Source: an optimization exercise on an open RTL-to-GDS flow (aim: small area, a short achievable clock period and few clock cycles per item). Production flows keep margins and buffers that such runs may drop. RTL that was checked went through simulation tests only; none was proved equivalent to the original. Function not checked in run 1: the RTL went through the layout flow alone. No activity file was given, so power comes from the tool's default toggle rates.

[design.v]
`timescale 1ns/10ps
module ELA(clk, rst, in_data, data_rd, req, wen, addr, data_wr, done);
	input				clk;
	input				rst;
	input		[7:0]	in_data;
	input		[7:0]	data_rd;
	output reg			req;
	output reg			wen;
	output reg	[9:0]	addr;
	output reg	[7:0]	data_wr;
	output reg			done;
reg				s_start;	 
reg				s_arr;		 
reg				s_rt;		 
reg				s_rb;		 
reg				s_w;		 
reg				s_fin;		 
reg		[3:0]	r;			 
reg				head;		 
reg				h0;			 
reg				sel_t2;		 
reg				sel_b1;		 
reg				arr_end;	 
reg				tail;		 
reg				edge_px;	 
reg		[7:0]	t0, t1, t2, b0, b1;
reg		[7:0]	dreg, sreg;	 
reg		[7:0]	best;		 
reg				cur_r;		 
wire	[4:0]	col = addr[4:0];
wire	[3:0]	rm1 = r - 4'd1;
wire			go_int = arr_end && (r != 4'd0);	 
always @(posedge clk or posedge rst) begin
	if (rst) begin
		s_start <= 1'b1;
		s_arr <= 1'b0;
		s_rt <= 1'b0;
		s_rb <= 1'b0;
		s_w <= 1'b0;
		s_fin <= 1'b0;
	end else begin
		s_start <= 1'b0;
		s_arr <= s_start || (s_arr && !(arr_end && r != 4'd0)) || (tail && r != 4'd15);
		s_rt <= go_int || (s_w && !tail);
		s_rb <= s_rt;
		s_w <= s_rb;
		s_fin <= s_fin || (tail && r == 4'd15);
	end
end
always @(posedge clk) begin
	arr_end <= s_arr && !req && (col == 5'd29);
	tail <= s_rb && !head && (col == 5'd0);
	edge_px <= (s_w && col == 5'd31) || (s_rt && edge_px);
	sel_t2 <= go_int || (s_w && !tail);
	sel_b1 <= s_rb;
	done <= s_fin;
	req <= s_start || (arr_end && r == 4'd0) || (tail && r != 4'd15);
	if (s_start)
		r <= 4'd0;
	else if ((arr_end && r == 4'd0) || tail)
		r <= r + 4'd1;
	if (go_int)
		h0 <= 1'b1;
	else if (s_rb)
		h0 <= 1'b0;
	if (go_int)
		head <= 1'b1;
	else if (s_rb && col == 5'd1)
		head <= 1'b0;
	wen <= (s_arr && !go_int) || (s_rb && (!head || h0)) || tail;
end
reg		[4:0]	col_inc;
always @(*) begin
	if (s_rt)
		col_inc = 5'd0;
	else if (s_rb)
		col_inc = h0 ? 5'd31 : 5'd30;
	else if (s_w && !tail)
		col_inc = head ? 5'd2 : 5'd3;
	else if (go_int)
		col_inc = 5'd2;
	else
		col_inc = 5'd1;
end
always @(posedge clk) begin
	addr[4:0] <= (s_arr && req) ? 5'd0 : col + col_inc;
	addr[5] <= (s_rb && !h0) || tail;
	addr[9:6] <= ((s_arr && !go_int) || s_rt || (s_rb && h0)) ? r : rm1;
end
always @(posedge clk) begin
	if (s_rb) begin
		t0 <= data_rd;
		t1 <= t0;
		t2 <= t1;
	end
	if (s_w) begin
		b0 <= data_rd;
		b1 <= b0;
	end
end
wire	[7:0]	opa = sel_t2 ? t2 : t0;
wire	[7:0]	opb = sel_b1 ? b1 : b0;
reg		[7:0]	dg, dp, dG, dP;
reg		[7:0]	sg, sp, sG, sP;
reg		[7:0]	absd, avg;
integer			i, k;
always @(*) begin
	dg = opa & ~opb;
	dp = opa ^ ~opb;
	sg = opa & opb;
	sp = opa ^ opb;
	dG = dg;
	dP = dp;
	sG = sg;
	sP = sp;
	for (k = 1; k < 8; k = k * 2) begin
		for (i = 7; i >= k; i = i - 1) begin
			dG[i] = dG[i] | (dP[i] & dG[i-k]);
			dP[i] = dP[i] & dP[i-k];
			sG[i] = sG[i] | (sP[i] & sG[i-k]);
			sP[i] = sP[i] & sP[i-k];
		end
	end
	absd[0] = dp[0] ^ 1'b1;
	for (i = 1; i < 8; i = i + 1)
		absd[i] = dp[i] ^ (dG[i-1] | dP[i-1]);
	if (!(dG[7] | dP[7])) begin
		absd[0] = ~dp[0];
		for (i = 1; i < 8; i = i + 1)
			absd[i] = ~(dp[i] ^ dG[i-1]);
	end
	for (i = 1; i < 8; i = i + 1)
		avg[i-1] = sp[i] ^ sG[i-1];
	avg[7] = sG[7];
end
always @(posedge clk) begin
	dreg <= absd;
	sreg <= avg;
end
wire			cin = s_rb && cur_r;
reg		[7:0]	cG, cP;
always @(*) begin
	cG = best & ~dreg;
	cP = best ^ ~dreg;
	for (k = 1; k < 8; k = k * 2)
		for (i = 7; i >= k; i = i - 1) begin
			cG[i] = cG[i] | (cP[i] & cG[i-k]);
			cP[i] = cP[i] & cP[i-k];
		end
end
wire			win = cG[7] | (cP[7] & cin);
always @(posedge clk) begin
	if (s_w || (s_rt && !edge_px && !h0 && win)) begin
		best <= dreg;
		cur_r <= s_rt;
	end
	if (s_arr)
		data_wr <= in_data;
	else if (s_w || ((s_rt || s_rb) && !edge_px && !h0 && win))
		data_wr <= sreg;
end
endmodule
[flow/run.sh]
#!/bin/bash
# Standard layout, with the port buffers made from buf_2 cells instead of
# the delay buffers buffer_ports picks by default.
set -euo pipefail
export BUFFER_PORTS_ARGS="-buffer_cell sky130_fd_sc_hd__buf_2"
bash standard.sh > standard.log 2>&1
[standard.sh]
#!/bin/bash
# synth_recipe.tcl (not shown) runs the flow's synth.tcl, then flattens the netlist and writes it again
# the make line also repeats each setting of config.mk as NAME=value (left out here)
make -C /OpenROAD-flow-scripts/flow DESIGN_CONFIG=/design/flow/config.mk WORK_HOME=/design/flow/orfs CLKGATE_MAP_FILE= SYNTH_SCRIPT=/design/flow/synth_recipe.tcl "${@:-finish}"
[config.mk]
export PLATFORM = sky130hd
export DESIGN_NAME = ELA
export DESIGN_NICKNAME = ELA
export VERILOG_FILES = /design/flow/design.v
export SDC_FILE = /design/flow/constraint.sdc
export NUM_CORES = 4
export LEC_CHECK = 0
export CAP_MARGIN = 20
export CORE_MARGIN = 2
export CORE_UTILIZATION = 70
export CTS_BUF_LIST = sky130_fd_sc_hd__clkbuf_8 sky130_fd_sc_hd__clkbuf_16
export CTS_CLUSTER_DIAMETER = 100
export CTS_CLUSTER_SIZE = 50
export SETUP_SLACK_MARGIN = 3.4
export SLEW_MARGIN = 20
export TNS_END_PERCENT = 5
[constraint.sdc]
create_clock -name core_clock -period 5.5 [get_ports {clk}]
set_input_delay 1.1000 -clock core_clock [delete_from_list [all_inputs] [get_ports {clk}]]
set_output_delay 1.1000 -clock core_clock [all_outputs]
set_load 0.01 [all_outputs]
==> results of run 1 <==
[state kept, by name, summed over array words and instances (netlist names), 4 cells and up]
| signal | count |
|---|---|
| addr | 10 |
| b0 | 8 |
| b1 | 8 |
| best | 8 |
| data_wr | 8 |
| dreg | 8 |
| r | 4 |
| sreg | 8 |
| t0 | 8 |
| t1 | 8 |
| t2 | 8 |
[worst max-delay path, stage by stage (launching register included)]
cell	delay (ps)
dfxtp_4	430
mux2_2	370
ha_1	510
o21bai_1	140
a21oi_1	240
o21bai_1	120
a2111oi_0	460
nor2_1	90
[stage by stage]
| stage | instances | instance area, µm² | setup WS [ps] | total power (W) |
|---|---|---|---|---|
| 2_1_floorplan | 359 | 4560 | 3140 | 0.00159 |
| 3_3_place_gp | 464 | 4790 | 2870 | 0.00173 |
| 3_5_place_dp | 464 | 4790 | 2790 | 0.00176 |
| 4_1_cts | 491 | 5110 | 3030 | 0.00221 |
| 5_1_grt | 493 | 5130 | 2880 | 0.00235 |
| 6_report | 493 | 5130 | 3020 | 0.00221 |
[logic make-up (layout without fill, tap and decap cells)]
| family | count (synthesis) | after routing | share of synthesized area |
|---|---|---|---|
| DFF | 103 | 103 | 0.588 |
| AOI/OAI and AO/OA | 65 | 65 | 0.0953 |
| and+or+nand+nor | 57 | 57 | 0.0647 |
| buffers and inverters | 48 | 105 | 0.0417 |
| adders and majority gates | 34 | 34 | 0.0989 |
| muxes | 28 | 28 | 0.0658 |
| xor gates and xnor gates | 23 | 23 | 0.0445 |
| other | 1 | 1 | 0.000828 |
[repair_timing]
| action | in CTS | in global routing |
|---|---|---|
| endpoints found under the setup margin | 34 | 35 |
| cloned | 0 | 0 |
| setup buffers | 11 | 2 |
| pin swaps | 10 | 3 |
| gates resized for setup | 21 | 2 |
[cells in the final DEF (no fill, tap or decap), types with 4 or more instances in the layout]
master / n
a21o_1: 6
a21oi_1: 22
buf_2: 38
buf_4: 13
clkbuf_8: 9
dfxtp_1: 36
edfxtp_1: 57
ha_1: 28
inv_1: 34
inv_4: 7
mux2_2: 14
mux2i_1: 11
nand2_1: 17
nand3_1: 4
nor2_1: 18
o21ai_0: 4
xnor2_1: 12
xor2_1: 11
[power breakdown]
group / internal, W / switching, W
Combinational: 0.000329 / 0.000393
Clock: 0.000166 / 0.000249
Sequential: 0.000981 / 0.0000932
[cell type report]
| class | instances | area [µm²] |
|---|---|---|
| clock inverter | 7 | 43.8 |
| clock buffer | 9 | 124 |
| inverter | 38 | 148 |
| sequential | 103 | 2680 |
| tap | 77 | 96.3 |
| timing repair buffer | 51 | 288 |
| fill | 368 | 1180 |
| multi-input combinational | 208 | 1750 |
[per-layer routing]
layer | routed length, µm | vias up
li1 | - | 1362
met3 | 394 | 12
met5 | 0 | -
met4 | 119 | 0
met1 | 3530 | 1329
met2 | 3830 | 77
[worst min-delay path by stage]
stage	startpoint	to	slack [ps]	cells past startpoint
2_1_floorplan	s_fin	done	350	0
3_3_place_gp	s_fin	done	360	0
3_5_place_dp	s_fin	done	370	0
4_1_cts	s_fin	done	400	0
5_1_grt	s_fin	done	420	0
6_report	s_fin	done	400	0
==> flow_metrics.py, run 1 <==
metrics = {
    "routing": {
        "drc": 0,
        "num_vias": 2780,
        "viasPerCell": 5.64,
        "finalWirelength_um": 7880,
        "drtPass1Iterations": 4,
        "ant_nets": 0,
        "wl_per_cell_um": 16.0,
        "drtIter0Drc": 103,
    },
    "floorplanning": {
        "fp.dieH_um": 84.4,
        "row_count": 29,
        "core_area_um2": 6310,
        "start_util": 0.717,
        "pin_count": 39,
        "die_x_um": 84.4,
        "dieArea_um2": 7130,
    },
    "clock_network": {
        "path_clk_slew_ps": 100,
        "root_buffer": "clkbuf_8",
        "cts_tree": "built",
        "ctsHtreeMaxLevel": 3,
        "clkLatencyLatePin_ps": 370,
        "cts_buffers": 9,
        "cts_buffer_depth": 2,
        "cts_hold_buf": 0,
        "cts_sinks": 103,
    },
    "synthesis": {
        "ys_seq_area_frac": 0.588,
        "netlist_area_um2": 4530,
        "synth.ff_latch_count": 103,
        "synth-edff-count": 57,
        "synth_cell_types": 54,
        "synthFlopType": "edfxtp_1",
        "synthCells": 359,
        "synth_area_leaders": "edfxtp_1 (38%), dfxtp_1 (18%), ha_1 (8.6%)",
        "post-synth-top-count-cell": "edfxtp_1",
        "async_reset_ff_frac": 0.0583,
        "syn_avg_cell_area_um2": 12.6,
        "syn-num-nets": 411,
        "synth_area_leader_cell": "edfxtp_1",
        "synth_warnings": 1,
        "synth_common_cells": "edfxtp_1 (57), dfxtp_1 (40), inv_1 (38)",
        "synth_top_area_frac": 0.378,
    },
    "hold_path": {
        "hold_path.class": "reg -> reg",
    },
    "pwr": {
        "p_per_area_nw_per_um2": 431,
        "vdd_drop_max_mv": 0.291,
        "leakagePower_nw": 2.20,
    },
    "cells_and_area": {
        "area_growth_pct": 13.3,
        "fin_util": 0.813,
        "drive_above_1_share": 0.267,
        "antenna_cells": 0,
        "nets": 463,
    },
    "worst_setup_path": {
        "cp-endpoint": "sreg[7]",
        "timing.rr.end": "sreg[7]",
        "critPathCaptureType": "flip-flop",
        "crit_start": "sel_t2",
        "cp-start-kind": "flip-flop",
        "cp_max_fo": 9,
        "worstSetupPathType": "reg -> reg",
        "rrSetupSlack_ps": 3020,
        "cp_data_arrival_time_ps": 2720,
        "required_ps": 5740,
        "r2r-start": "sel_t2",
        "reg2reg_depth": 7,
    },
    "global_route": {
        "grt_usage": 0.238,
        "grt-ovfl-total": 0,
        "grt_max_degree": 38,
        "globalRoute.busiestLayer": "met2",
        "antenna_found_initial": 0,
        "grt.met3_usage": 0.0649,
        "grt.met1_usage": 0.319,
        "grt_pass1_vias": 2787,
        "grt_pass1_wl_um": 13100,
        "gr-usage-met2": 0.385,
    },
    "sta": {
        "hold_ws_ps": 401,
        "clock_skew_ps": 15.5,
        "period_minus_slack_ps": 2480,
        "tns_ps": 0,
        "hold_viol": 0,
        "max_slew_margin": 0.513,
        "setup_viol": 0,
        "slew_violations": 0,
        "worstMarginPinSlew_ps": 730,
        "fmax_ghz": 0.403,
        "timing.final.crit_share": 0.451,
        "rsz0062_at_grt": "true",
    },
    "placed_design": {
        "dp_hpwl_um": 5630,
        "portBuffers": 38,
        "place_congestion": 0.874,
    },
    "run": {
        "drv_cap": 0,
    },
    "run_status": {
        "run_status": "complete, no violations",
    },
}
==> inputs of run 2 (changes only) <==
--- a/design.v
+++ b/design.v
@@ -18,18 +18,19 @@
 reg		[3:0]	r;			 
 reg				head;		 
 reg				h0;			 
-reg				sel_t2;		 
-reg				sel_b1;		 
-reg				arr_end;	 
+reg		[1:0]	c_rt;		 
+reg		[1:0]	c_rb;		 
+reg		[1:0]	c_w;
+reg				go_int;		 
+reg				row0_end;	 
 reg				tail;		 
 reg				edge_px;	 
-reg		[7:0]	t0, t1, t2, b0, b1;
+reg		[7:0]	opa, opb, u0, u1, v0;
 reg		[7:0]	dreg, sreg;	 
 reg		[7:0]	best;		 
 reg				cur_r;		 
 wire	[4:0]	col = addr[4:0];
 wire	[3:0]	rm1 = r - 4'd1;
-wire			go_int = arr_end && (r != 4'd0);	 
 always @(posedge clk or posedge rst) begin
 	if (rst) begin
 		s_start <= 1'b1;
@@ -40,7 +41,7 @@
 		s_fin <= 1'b0;
 	end else begin
 		s_start <= 1'b0;
-		s_arr <= s_start || (s_arr && !(arr_end && r != 4'd0)) || (tail && r != 4'd15);
+		s_arr <= s_start || (s_arr && !go_int) || (tail && r != 4'd15);
 		s_rt <= go_int || (s_w && !tail);
 		s_rb <= s_rt;
 		s_w <= s_rb;
@@ -48,16 +49,18 @@
 	end
 end
 always @(posedge clk) begin
-	arr_end <= s_arr && !req && (col == 5'd29);
+	go_int <= s_arr && !req && (col == 5'd29) && (r != 4'd0);
+	row0_end <= s_arr && !req && (col == 5'd29) && (r == 4'd0);
 	tail <= s_rb && !head && (col == 5'd0);
 	edge_px <= (s_w && col == 5'd31) || (s_rt && edge_px);
-	sel_t2 <= go_int || (s_w && !tail);
-	sel_b1 <= s_rb;
+	c_rt <= {(s_arr && go_int) || (s_w && !tail), go_int || (s_w && !tail)};
+	c_rb <= {s_rt && !s_arr, s_rt};
+	c_w <= {s_rb && !s_w, s_rb};
 	done <= s_fin;
-	req <= s_start || (arr_end && r == 4'd0) || (tail && r != 4'd15);
+	req <= s_start || (row0_end) || (tail && r != 4'd15);
 	if (s_start)
 		r <= 4'd0;
-	else if ((arr_end && r == 4'd0) || tail)
+	else if ((row0_end) || tail)
 		r <= r + 4'd1;
 	if (go_int)
 		h0 <= 1'b1;
@@ -88,18 +91,29 @@
 	addr[9:6] <= ((s_arr && !go_int) || s_rt || (s_rb && h0)) ? r : rm1;
 end
 always @(posedge clk) begin
-	if (s_rb) begin
-		t0 <= data_rd;
-		t1 <= t0;
-		t2 <= t1;
+	if (c_rt[0])
+		opa[3:0] <= u0[3:0];
+	else if (c_rb[0])
+		opa[3:0] <= data_rd[3:0];
+	else
+		opa[3:0] <= u1[3:0];
+	if (c_rt[1])
+		opa[7:4] <= u0[7:4];
+	else if (c_rb[1])
+		opa[7:4] <= data_rd[7:4];
+	else
+		opa[7:4] <= u1[7:4];
+	if (c_w[0]) begin
+		u0 <= opa;
+		u1 <= u0;
 	end
-	if (s_w) begin
-		b0 <= data_rd;
-		b1 <= b0;
+	if (c_rb[1]) begin
+		opb <= v0;
+		v0 <= opb;
+	end else if (c_w[1]) begin
+		opb <= data_rd;
 	end
 end
-wire	[7:0]	opa = sel_t2 ? t2 : t0;
-wire	[7:0]	opb = sel_b1 ? b1 : b0;
 reg		[7:0]	dg, dp, dG, dP;
 reg		[7:0]	sg, sp, sG, sP;
 reg		[7:0]	absd, avg;
==> config.mk (replaced) <==
export PLATFORM = sky130hd
export DESIGN_NAME = ELA
export DESIGN_NICKNAME = ELA
export VERILOG_FILES = /design/flow/design.v
export SDC_FILE = /design/flow/constraint.sdc
export NUM_CORES = 4
export LEC_CHECK = 0
export CAP_MARGIN = 20
export CORE_MARGIN = 2
export CORE_UTILIZATION = 65
export SETUP_SLACK_MARGIN = 3.4
export SLEW_MARGIN = 20
export TNS_END_PERCENT = 5
==> run 2 against run 1 <==
Effect of this change: largest cell class unchanged; sequential share of layout area decreased by 0.82 points; worst setup slack better by 310 ps; total power is 38% lower.
==> flow_metrics.py, run 2 <==
metrics = {
    "floorplanning": {
        "dieArea_um2": 7910,
        "pin_count": 39,
        "start_util": 0.682,
        "core_area_um2": 6870,
        "row_count": 30,
        "fp.dieH_um": 88.9,
        "die_x_um": 88.9,
    },
    "synthesis": {
        "syn_avg_cell_area_um2": 12.1,
        "synth_cell_types": 54,
        "synth_area_leaders": "edfxtp_1 (31%), dfxtp_1 (23%), ha_1 (8.3%)",
        "syn-num-nets": 439,
        "post-synth-top-count-cell": "dfxtp_1",
        "synth_area_leader_cell": "edfxtp_1",
        "ys_seq_area_frac": 0.573,
        "netlist_area_um2": 4690,
        "synth-edff-count": 49,
        "synth.ff_latch_count": 108,
        "synth_warnings": 1,
        "synthCells": 387,
        "async_reset_ff_frac": 0.0556,
        "synthFlopType": "dfxtp_1",
        "synth_top_area_frac": 0.314,
        "synth_common_cells": "dfxtp_1 (53), edfxtp_1 (49), inv_1 (38)",
    },
    "worst_setup_path": {
        "cp_num_buf_inv": 1,
        "critPathCaptureType": "flip-flop",
        "cp_max_fo": 10,
        "reg2reg_depth": 7,
        "cp-start-kind": "flip-flop",
        "cpPeakStageDelay_ps": 500,
        "cp_data_arrival_time_ps": 2410,
        "path_cells": "inv_1 -> ha_1 -> nand4_1 -> or3_1 -> a221oi_1 -> a21oi_1 -> xor2_1",
        "rrSetupSlack_ps": 3330,
        "worstSetupPathType": "reg -> reg",
        "timing.rr.end": "dreg[2]",
        "critPathSlowestCell": "ha_1",
        "required_ps": 5750,
        "r2r-start": "opb[4]",
        "critPathTopFamily": "simple AND/OR/NAND/NOR gates",
    },
    "clock_network": {
        "cts_buffer_depth": 2,
        "cts_hold_buf": 0,
        "root_buffer": "clkbuf_8",
        "cts_sinks": 108,
        "path_clk_slew_ps": 110,
        "ctsHtreeMaxLevel": 3,
        "cts_tree": "built",
        "clkLatencyLatePin_ps": 370,
        "cts_buffers": 9,
    },
    "global_route": {
        "grt_max_degree": 22,
        "grt_usage": 0.227,
        "gr-usage-met2": 0.345,
        "grt.met1_usage": 0.324,
        "grt_pass1_wl_um": 13300,
        "grt-ovfl-total": 0,
        "antenna_found_initial": 0,
        "grt_pass1_vias": 2803,
        "grt.met3_usage": 0.0305,
        "globalRoute.busiestLayer": "met2",
    },
    "pwr": {
        "p_switching_w": 0.000298,
        "comb_power_share": 0.022,
        "vdd_drop_max_mv": 0.181,
        "p_total_w": 0.00137,
        "leakagePower_nw": 2.15,
        "p_int_w": 0.00107,
        "p_per_area_nw_per_um2": 262,
        "swShare": 0.217,
        "clockPowerShare": 0.362,
        "p_seq_frac": 0.616,
    },
    "cells_and_area": {
        "antenna_cells": 0,
        "design_area_um2": 5230,
        "largest_register": "addr",
        "largest_register_ffs": 10,
        "area_growth_pct": 11.5,
        "final_cells": 530,
        "most-common-layout-cells": "dfxtp_1 (52), edfxtp_1 (49), buf_2 (38), inv_1 (37), ha_1 (29)",
        "layout_commonest_cell": "dfxtp_1",
        "drive_above_1_share": 0.219,
        "nets": 481,
    },
    "routing": {
        "viasPerCell": 5.40,
        "finalWirelength_um": 8160,
        "num_vias": 2862,
        "drtIter0Drc": 135,
        "drc": 0,
        "wl_per_cell_um": 15.4,
        "ant_nets": 0,
        "drtPass1Iterations": 4,
    },
    "placed_design": {
        "place_congestion": 0.844,
        "portBuffers": 38,
        "place_area_um2": 4940,
        "dp_hpwl_um": 5890,
        "dp_cells": 510,
    },
    "sta": {
        "hold_viol": 0,
        "rsz0062_at_grt": "true",
        "clock_skew_ps": 12.7,
        "timing.final.crit_share": 0.394,
        "worstMarginPinSlew_ps": 908,
        "slew_violations": 0,
        "setup_viol": 0,
        "fmax_ghz": 0.462,
        "tns_ps": 0,
        "period_minus_slack_ps": 2170,
        "max_slew_margin": 0.394,
    },
    "hold_path": {
        "hold_path.class": "reg -> reg",
        "min_from": "s_fin",
        "min_to": "done",
        "hold_depth": 0,
    },
    "run_status": {
        "run_status": "complete, no violations",
    },
    "run": {
        "drv_cap": 0,
    },
}
[run 2: cell types whose count changed after synthesis, sizes merged, moves of 2 or more]
cell / previous run / this run
dfxtp: 40 / 53
edfxtp: 57 / 49
o31ai: 1 / 3
nor2b: 2 / 5
mux2: 14 / 16
nor3: 0 / 2
nand2b: 3 / 8
mux2i: 14 / 12
o21ai: 11 / 18
[run 2: stage by stage]
stage               setup WS [ps]  hold slack (ps)   util
detailed placement           3150              363  0.719
global placement             3180              355  0.719
finish                       3330              393  0.761
CTS                          3290              388  0.753
global route                 3220              394  0.761
floorplan                    3430              349      -
[run 2: power by group through the flow]
stage                     Clock [W]  Combinational, W  Sequential, W
after CTS                  0.000508         0.0000301       0.000844
after floorplan                   0         0.0000127       0.000865
after global placement            0         0.0000292       0.000863
after detailed placement          0         0.0000299       0.000863
final                      0.000497         0.0000298       0.000844
after global routing       0.000535         0.0000336       0.000845
[run 2: worst register-to-register path, stage by stage, from the launching register on]
cell and delay (ps):
edfxtp_1 400, inv_1 60, ha_1 500, nand4_1 210
or3_1 350, a221oi_1 300, a21oi_1 90, xor2_1 150
[run 2: logic make-up (layout without fill, tap and decap cells)]
family	count (synthesis)	count (layout)	share of synthesized area
flip-flops	108	108	0.573
AO/OA/AOI/OAI	75	75	0.108
AND/OR/NAND/NOR	70	70	0.0745
buffers and inverters	49	96	0.0432
adder cells (fa/ha/maj)	34	34	0.0956
multiplexers	28	28	0.0641
XOR/XNOR	22	22	0.0411
other	1	1	0.000800
[run 2: routing by layer]
metal | vias up | wire length, µm | part of all wire
li1 | 1432 | - | -
met2 | 69 | 3720 | 0.46
met4 | 0 | 170 | 0.021
met1 | 1348 | 3970 | 0.49
met5 | - | 0 | 0
met3 | 13 | 299 | 0.037
[run 2: cell type report]
class,count,area (µm²)
sequential,108,2690
multi-input combinational,230,1850
fill,487,1640
timing repair buffer,42,220
inverter,38,143
clock buffer,9,124
tap,96,120
clock inverter,7,82.6
[run 2: timing repair]
action,CTS,global route
endpoints found under the hold margin,0,0
setup endpoints to repair,26,29
pin swaps,1,6
buffers inserted,1,3
gates resized for setup,7,10
[run 2: worst max path at each step]
stage,from,endpoint,slack (ps),cells after the start
after floorplan,best[0],data_wr[0],3430,6
final,opb[4],dreg[2],3330,7
after detailed placement,s_rb,data_wr[3],3150,5
after CTS,s_w,addr[4],3290,13
after global placement,s_rb,data_wr[3],3180,5
after global routing,opb[0],dreg[5],3220,8
Testbench counts of run 2, summed over its fixed seeds: cycles 63,968, images 32.
==> inputs of run 3 (changes only) <==
==> flow/run.sh (replaced) <==
#!/bin/bash
# Standard layout with two changes: the port buffers are buf_2 cells instead
# of the delay buffers buffer_ports picks by default, and clock tree
# synthesis runs with the arguments below (no dummy loads).
set -euo pipefail
export BUFFER_PORTS_ARGS="-buffer_cell sky130_fd_sc_hd__buf_2"
export CTS_ARGS="-sink_clustering_enable -repair_clock_nets -dont_use_dummy_load"
bash standard.sh > standard.log 2>&1
--- a/config.mk
+++ b/config.mk
@@ -7,7 +7,7 @@
 export LEC_CHECK = 0
 export CAP_MARGIN = 20
 export CORE_MARGIN = 2
-export CORE_UTILIZATION = 65
+export CORE_UTILIZATION = 60
 export SETUP_SLACK_MARGIN = 3.4
 export SLEW_MARGIN = 20
 export TNS_END_PERCENT = 5
==> run 3 against run 2 <==
Effect of this change: still clean on timing, DRC and antenna; sequential power hardly changed; first-iteration DRC count up 3.0%; wire length down 3.9%; largest power group unchanged.
==> flow_metrics.py, run 3 <==
metrics = {
    "run_status": {
        "run_status": "complete, no violations",
    },
    "synthesis": {
        "synthCells": 387,
        "syn_avg_cell_area_um2": 12.1,
        "async_reset_ff_frac": 0.0556,
        "synthFlopType": "dfxtp_1",
        "ys_seq_area_frac": 0.573,
        "synth_area_leaders": "edfxtp_1 (31%), dfxtp_1 (23%), ha_1 (8.3%)",
        "synth_area_leader_cell": "edfxtp_1",
        "synth_cell_types": 54,
        "synth-edff-count": 49,
        "synth_warnings": 1,
        "synth_top_area_frac": 0.314,
        "netlist_area_um2": 4690,
        "post-synth-top-count-cell": "dfxtp_1",
        "synth.ff_latch_count": 108,
        "syn-num-nets": 439,
        "synth_common_cells": "dfxtp_1 (53), edfxtp_1 (49), inv_1 (38)",
    },
    "clock_network": {
        "cts_buffers": 9,
        "path_clk_slew_ps": 100,
        "root_buffer": "clkbuf_8",
        "ctsHtreeMaxLevel": 3,
        "clkLatencyLatePin_ps": 360,
        "cts_tree": "built",
        "cts_buffer_depth": 2,
        "cts_sinks": 108,
    },
    "floorplanning": {
        "pin_count": 39,
        "fp.dieH_um": 92.4,
        "die_x_um": 92.4,
        "start_util": 0.613,
        "dieArea_um2": 8530,
        "core_area_um2": 7650,
        "row_count": 32,
    },
    "sta": {
        "period_minus_slack_ps": 2160,
        "slew_violations": 0,
        "max_slew_margin": 0.402,
        "tns_ps": 0,
        "rsz0062_at_grt": "true",
        "setup_viol": 0,
        "worstMarginPinSlew_ps": 897,
        "hold_viol": 0,
        "clock_skew_ps": 31.3,
        "fmax_ghz": 0.464,
        "timing.final.crit_share": 0.392,
    },
    "worst_setup_path": {
        "cp_data_arrival_time_ps": 2380,
        "timing.rr.end": "dreg[2]",
        "r2r-start": "opb[0]",
        "reg2reg_depth": 9,
        "worstSetupPathType": "reg -> reg",
        "cp-start-kind": "flip-flop",
        "cp_max_fo": 4,
        "critPathCaptureType": "flip-flop",
        "rrSetupSlack_ps": 3340,
        "required_ps": 5720,
    },
    "cells_and_area": {
        "final_cells": 533,
        "area_growth_pct": 10.9,
        "antenna_cells": 0,
        "nFillCells": 600,
        "largest_register": "addr",
        "multi_input_area_um2": 1870,
        "regArea_um2": 2690,
        "most-common-layout-cells": "dfxtp_1 (52), edfxtp_1 (49), buf_2 (38), inv_1 (37), ha_1 (29)",
        "drive_above_1_share": 0.220,
        "nets": 485,
        "layout_commonest_cell": "dfxtp_1",
        "largest_register_ffs": 10,
    },
    "placed_design": {
        "dp_cells": 516,
        "place_congestion": 0.784,
        "portBuffers": 38,
        "dp_hpwl_um": 5780,
    },
    "hold_path": {
        "hold_path.class": "reg -> reg",
        "min_from": "s_fin",
        "hold_depth": 0,
        "min_to": "done",
    },
    "routing": {
        "viasPerCell": 5.30,
        "wl_per_cell_um": 14.7,
        "finalWirelength_um": 7840,
        "drtPass1Iterations": 4,
        "ant_nets": 0,
        "drtIter0Drc": 139,
        "drc": 0,
        "num_vias": 2823,
    },
    "global_route": {
        "grt_max_degree": 22,
        "grt_pass1_vias": 2749,
        "grt_pass1_wl_um": 13100,
        "grt_usage": 0.197,
        "antenna_found_initial": 0,
        "grt-ovfl-total": 0,
    },
    "pwr": {
        "p_per_area_nw_per_um2": 239,
        "vdd_drop_max_mv": 0.147,
        "leakagePower_nw": 2.14,
    },
    "run": {
        "drv_cap": 0,
    },
}
==> run 3: final cells by class <==
cell class / count / share of cell area
Inverter: 38 / 0.0274
Multi-Input combinational cell: 230 / 0.359
Sequential cell: 108 / 0.517
Timing Repair Buffer: 46 / 0.0481
Clock buffer: 9 / 0.0238
Tap cell: 102 / 0.0245
==> run 3: per-stage QoR <==
stage	hold slack, ps	cell area [µm²]	setup WS (ps)	total power, W	util
final	381	5200	3340	0.00124	0.680
after global routing	398	5200	3200	0.00129	0.680
after CTS	384	5120	3310	0.00125	0.669
after detailed placement	359	4940	3090	0.000893	0.647
after global placement	359	4940	3180	0.000892	0.647
after floorplan	349	4690	3430	0.000877	-
==> run 3: worst max-delay path by stage <==
stage                             to  slack, ps     from  depth (start not counted)
after floorplan           data_wr[0]       3430  best[0]                          6
after global placement    data_wr[6]       3180     s_rb                          5
after detailed placement  data_wr[4]       3090     s_rb                          5
after CTS                    dreg[3]       3310   opb[0]                          8
after global routing         dreg[7]       3200   opb[0]                          8
final                        dreg[2]       3340   opb[0]                          9
==> run 3: worst max-delay path, stage by stage, from the launching register on <==
cell	delay, ps
edfxtp_1	460
inv_2	100
ha_4	130
fa_2	250
a211oi_4	80
buf_4	140
or3_1	380
a221oi_2	250
a21oi_1	90
xor2_1	150
==> run 3: cell families (layout without fill, tap and decap cells) <==
group,Yosys count,count (layout),synth area share
xor+xnor,22,22,0.0411
flops,108,108,0.573
simple gates,70,70,0.0745
other cells,1,1,0.000800
buf+inv,49,93,0.0432
fa+ha+maj,34,34,0.0956
mux,28,28,0.0641
compound gates,75,75,0.108
==> run 3: routing by layer <==
layer  track usage  part of all wire  vias to the layer above
li1              -                 -                     1428
met1         0.286              0.51                     1348
met2         0.305              0.46                       40
met3        0.0293             0.023                        7
met4        0.0709             0.011                        0
met5             0                 0                        -
==> run 3: timing repair <==
item | in CTS | in global routing
hold buffers | 0 | 0
cloned | 0 | 0
setup buffers | 3 | 5
resized for setup | 10 | 9
setup endpoints to repair | 27 | 29
pin swaps | 4 | 5
==> run 3: report_power, final <==
group,switching [W],leakage (nW),internal (W)
clock network,0.000220,0.0647,0.000148
logic,0.0000140,1.17,0.0000157
registers,0.00000480,0.910,0.000839
total,0.000238,2.14,0.00100
==> inputs of run 4 (changes only) <==
--- a/config.mk
+++ b/config.mk
@@ -5,9 +5,10 @@
 export SDC_FILE = /design/flow/constraint.sdc
 export NUM_CORES = 4
 export LEC_CHECK = 0
+export ABC_AREA = 1
 export CAP_MARGIN = 20
 export CORE_MARGIN = 2
-export CORE_UTILIZATION = 60
+export CORE_UTILIZATION = 70
 export SETUP_SLACK_MARGIN = 3.4
 export SLEW_MARGIN = 20
 export TNS_END_PERCENT = 5
==> run 4 against run 3 <==
Effect of this change: still clean on timing, DRC and antenna; cell area is 0.14% lower; final cell count is 18% higher; clock-buffer cell count stayed put; first-iteration DRC count is 12% higher; worst setup slack better by 98 ps; sequential share of layout area hardly changed; critical endpoint is now addr[1].
==> flow_metrics.py, run 4 <==
metrics = {
    "sta": {
        "period_minus_slack_ps": 2060,
        "rsz0062_at_grt": "true",
        "worstMarginPinSlew_ps": 844,
        "fmax_ghz": 0.486,
        "max_slew_margin": 0.436,
        "tns_ps": 0,
        "setup_ws_ps": 3440,
        "hold_ws_ps": 385,
        "clock_skew_ps": 31.2,
        "slew_violations": 0,
        "setup_viol": 0,
        "hold_viol": 0,
        "timing.final.crit_share": 0.374,
    },
    "clock_network": {
        "ctsHtreeMaxLevel": 3,
        "clkLatencyLatePin_ps": 370,
        "root_buffer": "clkbuf_8",
        "cts_tree": "built",
        "cts_buffer_depth": 2,
        "path_clk_slew_ps": 110,
        "cts_buffers": 9,
        "cts_hold_buf": 0,
        "cts_sinks": 108,
    },
    "synthesis": {
        "synth_warnings": 1,
        "ys_seq_area_frac": 0.562,
        "synth_area_leaders": "edfxtp_1 (31%), dfxtp_1 (22%), nand2_1 (11%)",
        "synth.ff_latch_count": 108,
        "synth-edff-count": 49,
        "synthCells": 506,
        "synth_top_area_frac": 0.308,
        "syn_avg_cell_area_um2": 9.44,
        "synth_common_cells": "nand2_1 (140), inv_1 (64), dfxtp_1 (53)",
        "async_reset_ff_frac": 0.0556,
        "synthFlopType": "dfxtp_1",
        "syn-num-nets": 558,
        "netlist_area_um2": 4780,
        "synth_cell_types": 39,
        "synth_area_leader_cell": "edfxtp_1",
        "post-synth-top-count-cell": "nand2_1",
    },
    "pwr": {
        "clockPowerShare": 0.188,
        "p_switching_w": 0.000648,
        "p_seq_frac": 0.547,
        "vdd_drop_max_mv": 0.219,
        "leakagePower_nw": 2.42,
        "p_per_area_nw_per_um2": 386,
        "swShare": 0.323,
        "comb_power_share": 0.265,
        "p_int_w": 0.00136,
    },
    "placed_design": {
        "preCtsSetupSlack_ps": 3360,
        "place_congestion": 0.870,
        "place_area_um2": 5030,
        "dp_cells": 617,
        "portBuffers": 38,
        "dp_hpwl_um": 6500,
    },
    "global_route": {
        "grt-ovfl-total": 0,
        "grt_max_degree": 27,
        "grt_usage": 0.249,
        "grt_pass1_vias": 3150,
        "grt_pass1_wl_um": 14300,
        "antenna_found_initial": 0,
    },
    "routing": {
        "drc": 0,
        "finalWirelength_um": 8720,
        "num_vias": 3360,
        "ant_nets": 0,
        "drtPass1Iterations": 5,
        "viasPerCell": 5.35,
        "wl_per_cell_um": 13.9,
        "drtIter0Drc": 155,
    },
    "cells_and_area": {
        "nets": 602,
        "final_cells": 628,
        "layout_commonest_cell": "nand2_1",
        "largest_register_ffs": 10,
        "most-common-layout-cells": "nand2_1 (138), inv_1 (62), dfxtp_1 (52), edfxtp_1 (49), buf_2 (38)",
        "regArea_um2": 2690,
        "drive_above_1_share": 0.128,
        "area_growth_pct": 8.67,
        "antenna_cells": 0,
        "multi_input_area_um2": 1830,
        "largest_register": "addr",
        "design_area_um2": 5190,
        "nFillCells": 501,
    },
    "worst_setup_path": {
        "cp_num_buf_inv": 1,
        "critPathSlowestCell": "dfxtp_1",
        "critPathTopFamily": "flip-flops",
        "cp-start-kind": "flip-flop",
        "required_ps": 4400,
        "cp_max_fo": 5,
        "path_cells": "buf_2",
        "critPathCaptureType": "primary output",
        "cpPeakStageDelay_ps": 420,
        "cp_data_arrival_time_ps": 960,
        "worstSetupPathType": "reg -> out",
    },
    "floorplanning": {
        "dieArea_um2": 7500,
        "row_count": 30,
        "pin_count": 39,
        "fp.dieH_um": 86.6,
        "die_x_um": 86.6,
        "core_area_um2": 6680,
        "start_util": 0.715,
    },
    "run": {
        "drv_cap": 0,
    },
    "hold_path": {
        "hold_path.class": "reg -> reg",
    },
    "run_status": {
        "run_status": "complete, no violations",
    },
}
==> run 4: worst reg2reg max path: stages, from the launching register on <==
cell     delay [ps]
dfxtp_2         360
inv_2            50
nand2_2          80
nand2_2          80
o21ai_1          70
o21ai_0          80
nor2_1          110
ha_2            190
inv_1            50
fa_2            350
nor2_2          100
o21ai_2          60
a21o_1          160
a21oi_1         120
==> run 4: cells by family (layout without fill, tap and decap cells) <==
| kind of cell | Yosys count | in the layout | share of synthesized area |
|---|---|---|---|
| AOI/OAI and AO/OA | 67 | 67 | 0.0767 |
| buffers and inverters | 73 | 115 | 0.0595 |
| xor gates and xnor gates | 16 | 16 | 0.0293 |
| other | 1 | 1 | 0.000785 |
| DFF | 108 | 108 | 0.562 |
| adders and majority gates | 34 | 34 | 0.0938 |
| and+or+nand+nor | 207 | 207 | 0.178 |
==> run 4: power by group through the flow <==
stage	logic (W)	registers, W	clock network [W]
finish	0.000532	0.00110	0.000377
global route	0.000615	0.00111	0.000408
CTS	0.000528	0.00110	0.000379
detailed placement	0.000526	0.00111	0
global placement	0.000505	0.00110	0
floorplan	0.000389	0.00109	0
==> run 4: through the flow <==
stage	total power, W	utilization
finish	0.00201	0.777
CTS	0.00200	0.772
detailed placement	0.00164	0.753
global placement	0.00161	0.753
global route	0.00214	0.777
floorplan	0.00148	-
==> run 4: final timing paths <==
path	slack, ps	startpoint	cells after the start	endpoint
setup reg to reg	3570	tail	13	addr[4]
hold / removal	390	s_fin	0	done
setup / recovery	3440	addr[1]	1	addr[1]
min in group asynchronous	620	rst	2	s_fin
hold reg to reg	390	s_fin	0	done
max in group asynchronous	4580	rst	2	s_start
==> run 4: layer usage <==
| layer | GRT usage | share of wire | wire length, µm |
|---|---|---|---|
| met2 | 0.409 | 0.47 | 4100 |
| met4 | 0.0739 | 0.015 | 127 |
| met5 | 0 | 0 | 0 |
| met1 | 0.339 | 0.48 | 4190 |
| met3 | 0.0505 | 0.035 | 309 |
==> run 4: timing repair <==
| action | CTS | global route |
|---|---|---|
| gates resized for setup | 1 | 11 |
| pin swaps | 0 | 2 |
| setup buffers | 0 | 2 |
| endpoints found under the setup margin | 1 | 3 |
==> run 4: layout make-up <==
| type | instances | share of cell area |
|---|---|---|
| clock buffers | 9 | 0.0239 |
| inverters | 66 | 0.0482 |
| multi-input cells | 325 | 0.352 |
| flip-flops and latches | 108 | 0.517 |
| well taps | 80 | 0.0193 |
| repair buffers | 40 | 0.0395 |
==> inputs of run 5 (changes only) <==
--- a/config.mk
+++ b/config.mk
@@ -5,7 +5,6 @@
 export SDC_FILE = /design/flow/constraint.sdc
 export NUM_CORES = 4
 export LEC_CHECK = 0
-export ABC_AREA = 1
 export CAP_MARGIN = 20
 export CORE_MARGIN = 2
 export CORE_UTILIZATION = 70
==> run 5 against run 4 <==
Effect of this change: clock power is 2% lower; flip-flop and latch count stayed put; synthesized cell count is 24% lower; die area is 1.8% lower; register-to-register slack worse by 220 ps; critical path depth is 6 higher; non-clock buffer count is 6 higher; first-iteration DRC count is 4.5% higher; via count is 13% lower; global-route usage is 0.89 points lower; combinational power is 94% lower; cell area is 1.0% lower; critical path type is now reg -> reg; largest power group unchanged; highest routed layer unchanged.
==> flow_metrics.py, run 5 <==
metrics = {
    "sta": {
        "max_slew_margin": 0.386,
        "period_minus_slack_ps": 2150,
        "timing.final.crit_share": 0.390,
        "tns_ps": 0,
        "fmax_ghz": 0.466,
        "slew_violations": 0,
        "clock_skew_ps": 29.4,
        "setup_viol": 0,
        "worstMarginPinSlew_ps": 919,
        "rsz0062_at_grt": "true",
        "hold_viol": 0,
    },
    "worst_setup_path": {
        "path_cells": "inv_1 -> ha_1 -> nand4_1 -> or3_1 -> a221oi_1 -> a21oi_1 -> xor2_1",
        "cp-start-kind": "flip-flop",
        "critPathCaptureType": "flip-flop",
        "worstSetupPathType": "reg -> reg",
        "cp_num_buf_inv": 1,
        "required_ps": 5750,
        "critPathTopFamily": "simple AND/OR/NAND/NOR gates",
        "critPathSlowestCell": "ha_1",
        "cpPeakStageDelay_ps": 430,
        "cp_max_fo": 7,
        "cp_data_arrival_time_ps": 2390,
    },
    "cells_and_area": {
        "layout_commonest_cell": "dfxtp_1",
        "fin_util": 0.800,
        "area_growth_pct": 9.61,
        "drive_above_1_share": 0.211,
        "nFillCells": 406,
        "antenna_cells": 0,
        "final_cells": 508,
        "most-common-layout-cells": "dfxtp_1 (52), edfxtp_1 (49), buf_2 (38), inv_1 (37), ha_1 (26)",
        "largest_register": "addr",
        "largest_register_ffs": 10,
        "design_area_um2": 5140,
        "nets": 485,
    },
    "routing": {
        "drtPass1Iterations": 27,
        "drtIter0Drc": 162,
        "num_vias": 2936,
        "viasPerCell": 5.78,
        "finalWirelength_um": 8080,
        "ant_nets": 0,
        "drc": 0,
        "wl_per_cell_um": 15.9,
    },
    "floorplanning": {
        "dieArea_um2": 7370,
        "row_count": 29,
        "pin_count": 39,
        "start_util": 0.730,
        "die_x_um": 85.8,
        "fp.dieH_um": 85.8,
        "core_area_um2": 6420,
    },
    "synthesis": {
        "post-synth-top-count-cell": "dfxtp_1",
        "synth_cell_types": 54,
        "syn_avg_cell_area_um2": 12.1,
        "ys_seq_area_frac": 0.573,
        "synth_warnings": 1,
        "synth-edff-count": 49,
        "synthCells": 387,
        "netlist_area_um2": 4690,
        "synth_top_area_frac": 0.314,
        "synth.ff_latch_count": 108,
        "synthFlopType": "dfxtp_1",
        "synth_common_cells": "dfxtp_1 (53), edfxtp_1 (49), inv_1 (38)",
        "synth_area_leaders": "edfxtp_1 (31%), dfxtp_1 (23%), ha_1 (8.3%)",
        "synth_area_leader_cell": "edfxtp_1",
        "syn-num-nets": 439,
        "async_reset_ff_frac": 0.0556,
    },
    "placed_design": {
        "place_area_um2": 4910,
        "portBuffers": 38,
        "dp_cells": 491,
        "dp_hpwl_um": 5880,
        "place_congestion": 0.824,
    },
    "hold_path": {
        "hold_path.class": "reg -> reg",
    },
    "global_route": {
        "grt_max_degree": 22,
        "grt_usage": 0.240,
        "grt_pass1_wl_um": 13400,
        "antenna_found_initial": 0,
        "grt_pass1_vias": 2860,
        "grt-ovfl-total": 0,
    },
    "clock_network": {
        "cts_tree": "built",
        "clkLatencyLatePin_ps": 370,
        "cts_sinks": 108,
        "cts_buffer_depth": 2,
        "cts_buffers": 9,
        "path_clk_slew_ps": 100,
        "ctsHtreeMaxLevel": 3,
        "root_buffer": "clkbuf_8",
    },
    "run": {
        "drv_cap": 0,
    },
    "pwr": {
        "p_total_w": 0.00125,
        "p_per_area_nw_per_um2": 242,
        "leakagePower_nw": 2.13,
        "vdd_drop_max_mv": 0.225,
    },
    "run_status": {
        "run_status": "complete, no violations",
    },
}
run 5: cell count changes in the layout (fill, tap and decap cells not counted), moves of 6 or more:
cell	previous run	this run
mux2_2	0	16
o21ai_0	25	15
mux2i_1	0	12
nand2_1	138	18
nand2b_1	0	8
nand3_1	18	5
inv_1	62	37
xnor2_1	2	11
buf_4	2	8
nor2_1	30	19
run 5: layout make-up:
type	count	area, µm²	share of cell area
inverters	38	143	0.0278
flip-flops and latches	108	2690	0.523
repair buffers	46	250	0.0487
multi-input cells	230	1840	0.358
well taps	77	96.3	0.0188
clock buffers	9	124	0.0241
run 5: power by group:
group | internal, W | switching [W] | leakage [nW]
clock network | 0.000147 | 0.000223 | 0.0647
logic | 0.0000160 | 0.0000147 | 1.15
registers | 0.000839 | 0.00000482 | 0.911
run 5: logic make-up (layout without fill, tap and decap cells):
family	count (synthesis)	after routing	synth area share
XOR/XNOR	22	22	0.0411
AO/OA/AOI/OAI	75	75	0.108
other	1	1	0.000800
flip-flops	108	108	0.573
AND/OR/NAND/NOR	70	70	0.0745
adder cells (fa/ha/maj)	34	34	0.0956
multiplexers	28	28	0.0641
buffers and inverters	49	93	0.0432
run 5: per-layer routing:
| metal | up-vias | track usage | part of all wire |
|---|---|---|---|
| li1 | 1437 | - | - |
| met1 | 1409 | 0.318 | 0.45 |
| met2 | 74 | 0.398 | 0.48 |
| met3 | 16 | 0.0443 | 0.041 |
| met4 | 0 | 0.0938 | 0.021 |
| met5 | - | 0 | 0 |
run 5: per-stage QoR:
| stage | worst slack, ps | hold slack, ps |
|---|---|---|
| after floorplan | 3430 | 349 |
| after global placement | 3260 | 358 |
| after detailed placement | 3170 | 364 |
| after CTS | 3330 | 387 |
| after global routing | 3230 | 410 |
| final | 3350 | 385 |
run 5: worst register-to-register path, stage by stage (launching register included):
cell and delay (ps):
edfxtp_1 420, inv_1 70, ha_1 430, nand4_1 180
or3_1 340, a221oi_1 320, a21oi_1 120, xor2_1 160
run 5: worst paths after layout:
path                             start      end  slack (ps)  depth (start not counted)
worst max-delay path            opb[5]  dreg[2]        3350                          7
worst min-delay path             s_fin     done         390                          0
worst max register to register  opb[5]  dreg[2]        3350                          7
worst min register to register   s_fin     done         390                          0
max in group asynchronous          rst  s_start        4600                          2
min in group asynchronous          rst    s_arr         630                          2
run 5: repair_timing:
item	in CTS	in global routing
pin swaps	5	4
hold endpoints to repair	0	0
endpoints found under the setup margin	25	29
hold buffers	0	0
setup buffers	7	1
resized for setup	10	5
==> inputs of run 6 (changes only) <==
==> flow/run.sh (replaced) <==
#!/bin/bash
# Standard layout with these changes: synthesis leaves adders to abc as plain
# gates (no full/half adder cells), the port buffers are buf_2 cells instead
# of the delay buffers buffer_ports picks by default, and clock tree
# synthesis runs with the arguments below.
set -euo pipefail
export BUFFER_PORTS_ARGS="-buffer_cell sky130_fd_sc_hd__buf_2"
export CTS_ARGS="-sink_clustering_enable -repair_clock_nets -dont_use_dummy_load"
bash standard.sh ADDER_MAP_FILE= finish > standard.log 2>&1
--- a/config.mk
+++ b/config.mk
@@ -8,6 +8,6 @@
 export CAP_MARGIN = 20
 export CORE_MARGIN = 2
 export CORE_UTILIZATION = 70
-export SETUP_SLACK_MARGIN = 3.4
+export SETUP_SLACK_MARGIN = 3.2
 export SLEW_MARGIN = 20
 export TNS_END_PERCENT = 5
==> run 6 against run 5 <==
Effect of this change: clock power is 2% lower; area after synthesis is 7.9% lower; worst hold slack better by 8.7 ps; critical path depth is 1 higher; register-to-register slack worse by 520 ps; sequential power hardly changed; combinational power is 6.8% higher; non-clock buffer count is 3 lower; clock skew is 3.2 ps higher; fmax is 20% lower; wire length is 9.0% lower; die area is 7.5% lower; largest cell class unchanged.
==> flow_metrics.py, run 6 <==
metrics = {
    "run_status": {
        "run_status": "complete, no violations",
    },
    "clock_network": {
        "cts_sinks": 108,
        "path_clk_slew_ps": 100,
        "cts_buffer_depth": 2,
        "cts_tree": "built",
        "cts_buffers": 9,
        "clkLatencyLatePin_ps": 360,
        "root_buffer": "clkbuf_8",
        "ctsHtreeMaxLevel": 3,
        "cts_hold_buf": 0,
    },
    "sta": {
        "hold_viol": 0,
        "fmax_ghz": 0.375,
        "period_minus_slack_ps": 2670,
        "setup_ws_ps": 2830,
        "clock_skew_ps": 32.6,
        "timing.final.crit_share": 0.485,
        "worstMarginPinSlew_ps": 898,
        "setup_viol": 0,
        "slew_violations": 0,
        "tns_ps": 0,
        "rsz0062_at_grt": "true",
        "max_slew_margin": 0.400,
    },
    "placed_design": {
        "place_congestion": 0.791,
        "portBuffers": 38,
        "preCtsSetupSlack_ps": 2830,
        "dp_hpwl_um": 5290,
    },
    "synthesis": {
        "synth_common_cells": "dfxtp_1 (53), edfxtp_1 (49), nand2_1 (24)",
        "post-synth-top-count-cell": "dfxtp_1",
        "synth_cell_types": 52,
        "synth_area_leader_cell": "edfxtp_1",
        "synth_warnings": 1,
        "synthFlopType": "dfxtp_1",
        "synth_top_area_frac": 0.341,
        "netlist_area_um2": 4320,
        "ys_seq_area_frac": 0.622,
        "synth_area_leaders": "edfxtp_1 (34%), dfxtp_1 (25%), mux2_2 (4.2%)",
        "synth-edff-count": 49,
        "synthCells": 346,
        "syn_avg_cell_area_um2": 12.5,
        "syn-num-nets": 364,
        "synth.ff_latch_count": 108,
        "async_reset_ff_frac": 0.0556,
    },
    "cells_and_area": {
        "most-common-layout-cells": "dfxtp_1 (52), edfxtp_1 (49), buf_2 (38), nand2_1 (24), nor2_1 (17)",
        "fin_util": 0.798,
        "nFillCells": 373,
        "largest_register_ffs": 10,
        "area_growth_pct": 10.1,
        "nets": 411,
        "largest_register": "addr",
        "drive_above_1_share": 0.233,
        "layout_commonest_cell": "dfxtp_1",
        "antenna_cells": 0,
    },
    "routing": {
        "drtPass1Iterations": 4,
        "ant_nets": 0,
        "viasPerCell": 5.69,
        "finalWirelength_um": 7360,
        "wl_per_cell_um": 15.8,
        "drtIter0Drc": 106,
        "drc": 0,
        "num_vias": 2651,
    },
    "worst_setup_path": {
        "cp-start-kind": "flip-flop",
        "rrSetupSlack_ps": 2830,
        "critPathCaptureType": "flip-flop",
        "cp_max_fo": 4,
        "cp_data_arrival_time_ps": 2890,
        "worstSetupPathType": "reg -> reg",
        "required_ps": 5730,
    },
    "pwr": {
        "p_per_area_nw_per_um2": 261,
        "leakagePower_nw": 1.85,
        "vdd_drop_max_mv": 0.214,
    },
    "floorplanning": {
        "core_area_um2": 5960,
        "row_count": 28,
        "dieArea_um2": 6810,
        "die_x_um": 82.5,
        "pin_count": 39,
        "start_util": 0.725,
        "fp.dieH_um": 82.5,
    },
    "run": {
        "drv_cap": 0,
    },
    "global_route": {
        "grt_usage": 0.236,
        "antenna_found_initial": 0,
        "grt_max_degree": 22,
        "grt-ovfl-total": 0,
        "grt_pass1_wl_um": 11800,
        "grt_pass1_vias": 2440,
    },
    "hold_path": {
        "hold_path.class": "reg -> reg",
    },
}
run 6: cell count changes after synthesis, moves of 4 or more:
cell / delta
xor2_1: +5
ha_1: -31
inv_1: -24
o21bai_1: -4
nand2_1: +6
maj3_1: +6
maj3_2: +6
nand2b_1: +8
nor2b_1: +5
nor4_1: +5
a21oi_1: -12
run 6: logic make-up (layout without fill, tap and decap cells):
family | after synthesis | in the layout | synth area share
flip-flops | 108 | 108 | 0.622
AND/OR/NAND/NOR | 91 | 91 | 0.109
AO/OA/AOI/OAI | 53 | 53 | 0.0820
multiplexers | 31 | 31 | 0.0765
XOR/XNOR | 29 | 29 | 0.0620
buffers and inverters | 21 | 66 | 0.0183
adder cells (fa/ha/maj) | 12 | 12 | 0.0296
other | 1 | 1 | 0.000869
run 6: final timing paths:
path                         from      end  cells past startpoint
setup reg to reg           opb[1]  sreg[7]                      8
setup / recovery           opb[1]  sreg[7]                      8
min in group asynchronous     rst    s_arr                      2
hold reg to reg             s_fin     done                      0
hold / removal              s_fin     done                      0
max in group asynchronous     rst  s_start                      2
run 6: where the power goes:
group          switching, W  total [W]  internal, W  leakage (nW)
Clock              0.000215   0.000363     0.000147        0.0647
Sequential       0.00000524   0.000845     0.000840         0.908
Combinational     0.0000144  0.0000328    0.0000184         0.874
run 6: layout make-up:
class,count,area (µm²),area share
Clock buffer,9,124,0.0261
Inverter,14,52.6,0.0111
Multi-Input combinational cell,217,1570,0.330
Sequential cell,108,2690,0.565
Tap cell,75,93.8,0.0198
Timing Repair Buffer,43,228,0.0479
run 6: metal layers:
metal  global-route usage  vias to the layer above  wire length [µm]
li1                     -                     1326                 -
met1                0.344                     1244              3540
met2                0.347                       68              3360
met3               0.0457                       13               300
met4               0.0984                        0               154
met5                    0                        -                 0
run 6: worst max-delay path, cell delays in order, from the launching register on:
cell and delay (ps):
edfxtp_1 430, nor2_2 150, o21ai_2 80, maj3_2 320, maj3_2 330, maj3_2 320
maj3_2 320, maj3_2 320, maj3_2 290
run 6: what timing repair did:
item	in CTS	in global routing
pin swaps	4	3
gates resized for setup	4	1
setup buffers	4	1
endpoints found under the setup margin	27	29
run 6: through the flow:
step / hold WS [ps] / power (W) / instance area [µm²] / std cells
finish: 394 / 0.00124 / 4750 / 466
global route: 396 / 0.00128 / 4750 / 466
CTS: 395 / 0.00125 / 4730 / 465
detailed placement: 390 / 0.000896 / 4580 / 452
global placement: 365 / 0.000895 / 4580 / 452
floorplan: 348 / 0.000881 / 4320 / 346
==> inputs of run 7 (changes only) <==
--- a/config.mk
+++ b/config.mk
@@ -8,6 +8,6 @@
 export CAP_MARGIN = 20
 export CORE_MARGIN = 2
 export CORE_UTILIZATION = 70
-export SETUP_SLACK_MARGIN = 3.2
+export SETUP_SLACK_MARGIN = 3.4
 export SLEW_MARGIN = 20
 export TNS_END_PERCENT = 5
==> run 7 against run 6 <==
Effect of this change: register-to-register slack hardly changed; clock power about the same; worst hold slack did not move; area after synthesis unchanged; fmax unchanged; final cell count stayed put; first-iteration DRC count unchanged; worst setup slack stayed put; highest routed layer unchanged; via count is the same; clock skew did not move; utilization unchanged; global-route usage did not move.
==> flow_metrics.py, run 7 <==
metrics = {
    "run_status": {
        "run_status": "complete, no violations",
    },
    "cells_and_area": {
        "nFillCells": 373,
        "most-common-layout-cells": "dfxtp_1 (52), edfxtp_1 (49), buf_2 (38), nand2_1 (24), nor2_1 (17)",
        "drive_above_1_share": 0.233,
        "largest_register": "addr",
        "antenna_cells": 0,
        "regArea_um2": 2690,
        "area_growth_pct": 10.1,
        "largest_register_ffs": 10,
        "multi_input_area_um2": 1570,
        "nets": 411,
        "layout_commonest_cell": "dfxtp_1",
        "fin_util": 0.798,
    },
    "global_route": {
        "grt_max_degree": 22,
        "antenna_found_initial": 0,
        "grt_pass1_vias": 2440,
        "grt_pass1_wl_um": 11800,
        "grt-ovfl-total": 0,
        "grt_usage": 0.236,
    },
    "worst_setup_path": {
        "cpPeakStageDelay_ps": 430,
        "worstSetupPathType": "reg -> reg",
        "critPathCaptureType": "flip-flop",
        "path_common_cell": "maj3_2",
        "cp_data_arrival_time_ps": 2890,
        "critPathSlowestCell": "edfxtp_1",
        "path_cells": "nor2_2 -> o21ai_2 -> maj3_2 -> maj3_2 -> maj3_2 -> maj3_2 -> maj3_2 -> maj3_2",
        "required_ps": 5730,
        "cp-start-kind": "flip-flop",
        "cp_max_fo": 4,
    },
    "floorplanning": {
        "core_area_um2": 5960,
        "row_count": 28,
        "start_util": 0.725,
        "fp.dieH_um": 82.5,
        "dieArea_um2": 6810,
        "die_x_um": 82.5,
        "pin_count": 39,
    },
    "routing": {
        "viasPerCell": 5.69,
        "finalWirelength_um": 7360,
        "drtPass1Iterations": 4,
        "ant_nets": 0,
        "drc": 0,
        "drtIter0Drc": 106,
        "wl_per_cell_um": 15.8,
        "num_vias": 2651,
    },
    "sta": {
        "setup_viol": 0,
        "hold_ws_ps": 394,
        "fmax_ghz": 0.375,
        "clock_skew_ps": 32.6,
        "tns_ps": 0,
        "rsz0062_at_grt": "true",
        "worstMarginPinSlew_ps": 898,
        "max_slew_margin": 0.400,
        "slew_violations": 0,
        "timing.final.crit_share": 0.485,
        "period_minus_slack_ps": 2670,
        "hold_viol": 0,
    },
    "pwr": {
        "comb_power_share": 0.026,
        "p_per_area_nw_per_um2": 261,
        "swShare": 0.190,
        "leakagePower_nw": 1.85,
        "p_int_w": 0.00101,
        "clockPowerShare": 0.292,
        "p_total_w": 0.00124,
        "vdd_drop_max_mv": 0.214,
        "p_seq_frac": 0.681,
        "p_switching_w": 0.000235,
    },
    "placed_design": {
        "place_congestion": 0.791,
        "dp_hpwl_um": 5290,
        "portBuffers": 38,
    },
    "synthesis": {
        "async_reset_ff_frac": 0.0556,
        "synth_top_area_frac": 0.341,
        "syn_avg_cell_area_um2": 12.5,
        "synth_area_leaders": "edfxtp_1 (34%), dfxtp_1 (25%), mux2_2 (4.2%)",
        "ys_seq_area_frac": 0.622,
        "netlist_area_um2": 4320,
        "synth_area_leader_cell": "edfxtp_1",
        "syn-num-nets": 364,
        "synth-edff-count": 49,
        "synth_warnings": 1,
        "post-synth-top-count-cell": "dfxtp_1",
        "synth_cell_types": 52,
        "synthCells": 346,
        "synth_common_cells": "dfxtp_1 (53), edfxtp_1 (49), nand2_1 (24)",
        "synthFlopType": "dfxtp_1",
        "synth.ff_latch_count": 108,
    },
    "clock_network": {
        "cts_buffers": 9,
        "cts_buffer_depth": 2,
        "root_buffer": "clkbuf_8",
        "path_clk_slew_ps": 100,
        "cts_sinks": 108,
        "ctsHtreeMaxLevel": 3,
        "clkLatencyLatePin_ps": 360,
        "cts_tree": "built",
        "cts_hold_buf": 0,
    },
    "run": {
        "drv_cap": 0,
    },
    "hold_path": {
        "hold_path.class": "reg -> reg",
    },
}
[run 7: path summary, 6_finish.rpt]
path / startpoint / end / slack [ps] / cells past startpoint
max: opb[1] / sreg[7] / 2830 / 8
min: s_fin / done / 390 / 0
max reg2reg: opb[1] / sreg[7] / 2830 / 8
min reg2reg: s_fin / done / 390 / 0
max in group asynchronous: rst / s_start / 4630 / 2
min in group asynchronous: rst / s_arr / 620 / 2
[run 7: what timing repair did]
item	CTS	global route
gates resized for setup	4	1
hold endpoints to repair	0	0
pin swaps	4	3
setup buffers	4	1
setup endpoints to repair	31	34
[run 7: final cells by class]
type,instances,area share
well taps,75,0.0198
multi-input cells,217,0.330
repair buffers,43,0.0479
inverters,14,0.0111
flip-flops and latches,108,0.565
clock buffers,9,0.0261
[run 7: power by group through the flow]
stage | registers [W] | logic (W) | clock network [W]
finish | 0.000845 | 0.0000328 | 0.000363
global route | 0.000846 | 0.0000365 | 0.000397
CTS | 0.000845 | 0.0000332 | 0.000369
detailed placement | 0.000863 | 0.0000331 | 0
global placement | 0.000863 | 0.0000317 | 0
floorplan | 0.000865 | 0.0000158 | 0
[run 7: logic make-up (layout without fill, tap and decap cells)]
family | Yosys count | count (layout) | synth area share
AND/OR/NAND/NOR | 91 | 91 | 0.109
other | 1 | 1 | 0.000869
buffers and inverters | 21 | 66 | 0.0183
multiplexers | 31 | 31 | 0.0765
flip-flops | 108 | 108 | 0.622
adder cells (fa/ha/maj) | 12 | 12 | 0.0296
AO/OA/AOI/OAI | 53 | 53 | 0.0820
XOR/XNOR | 29 | 29 | 0.0620
[run 7: metrics by stage]
stage | std cells | setup slack [ps] | area, µm²
after floorplan | 346 | 2940 | 4320
after global placement | 452 | 2880 | 4580
after detailed placement | 452 | 2830 | 4580
after CTS | 465 | 2840 | 4730
final | 466 | 2830 | 4750
after global routing | 466 | 2740 | 4750
[run 7: worst max-delay path, delay by kind of cell, from the launching register on]
kind                     cells  cell delay, ps
AO/OA/AOI/OAI                1              80
adder cells (fa/ha/maj)      6            1900
flip-flops                   1             430
AND/OR/NAND/NOR              1             150
[run 7: routing by layer]
metal / up-vias / share of wire / GRT usage
met2: 68 / 0.46 / 0.347
li1: 1326 / - / -
met4: 0 / 0.021 / 0.0984
met5: - / 0 / 0
met1: 1244 / 0.48 / 0.344
met3: 13 / 0.041 / 0.0457

-- what the ideal ports hide --
In the flow no input, the clock included, has a driving cell. The finished layouts below were timed again as built, in two steps. Step 1 assumes that a clkbuf_16 drives the clock port and a buf_2 every other input. Step 2 times the ports against the registers' clock, not the clock port: input delays grow and output delays shrink by t, the midpoint of the rising clock arrivals with the driver on. Three values: ideal, step 1, step 2; two values: the first two.
| run | t, ns | slack for setup (ns) | worst slew at a driven data input, ns |
|---|---|---|---|
| run 1 | 0.391 | 3.020 / 3.020 / 3.020 | 0.03 |
| run 2 | 0.396 | 3.334 / 3.334 / 3.334 | 0.03 |
| run 3 | 0.370 | 3.343 / 3.343 / 3.343 | 0.04 |
| run 4 | 0.387 | 3.442 / 3.411 / 3.569 | 0.04 |
| run 5 | 0.385 | 3.354 / 3.342 / 3.354 | 0.04 |
| run 6 | 0.373 | 2.834 / 2.834 / 2.834 | 0.03 |
| run 7 | 0.373 | 2.834 / 2.834 / 2.834 | 0.03 |
After both steps setup and hold are still met in every run listed.
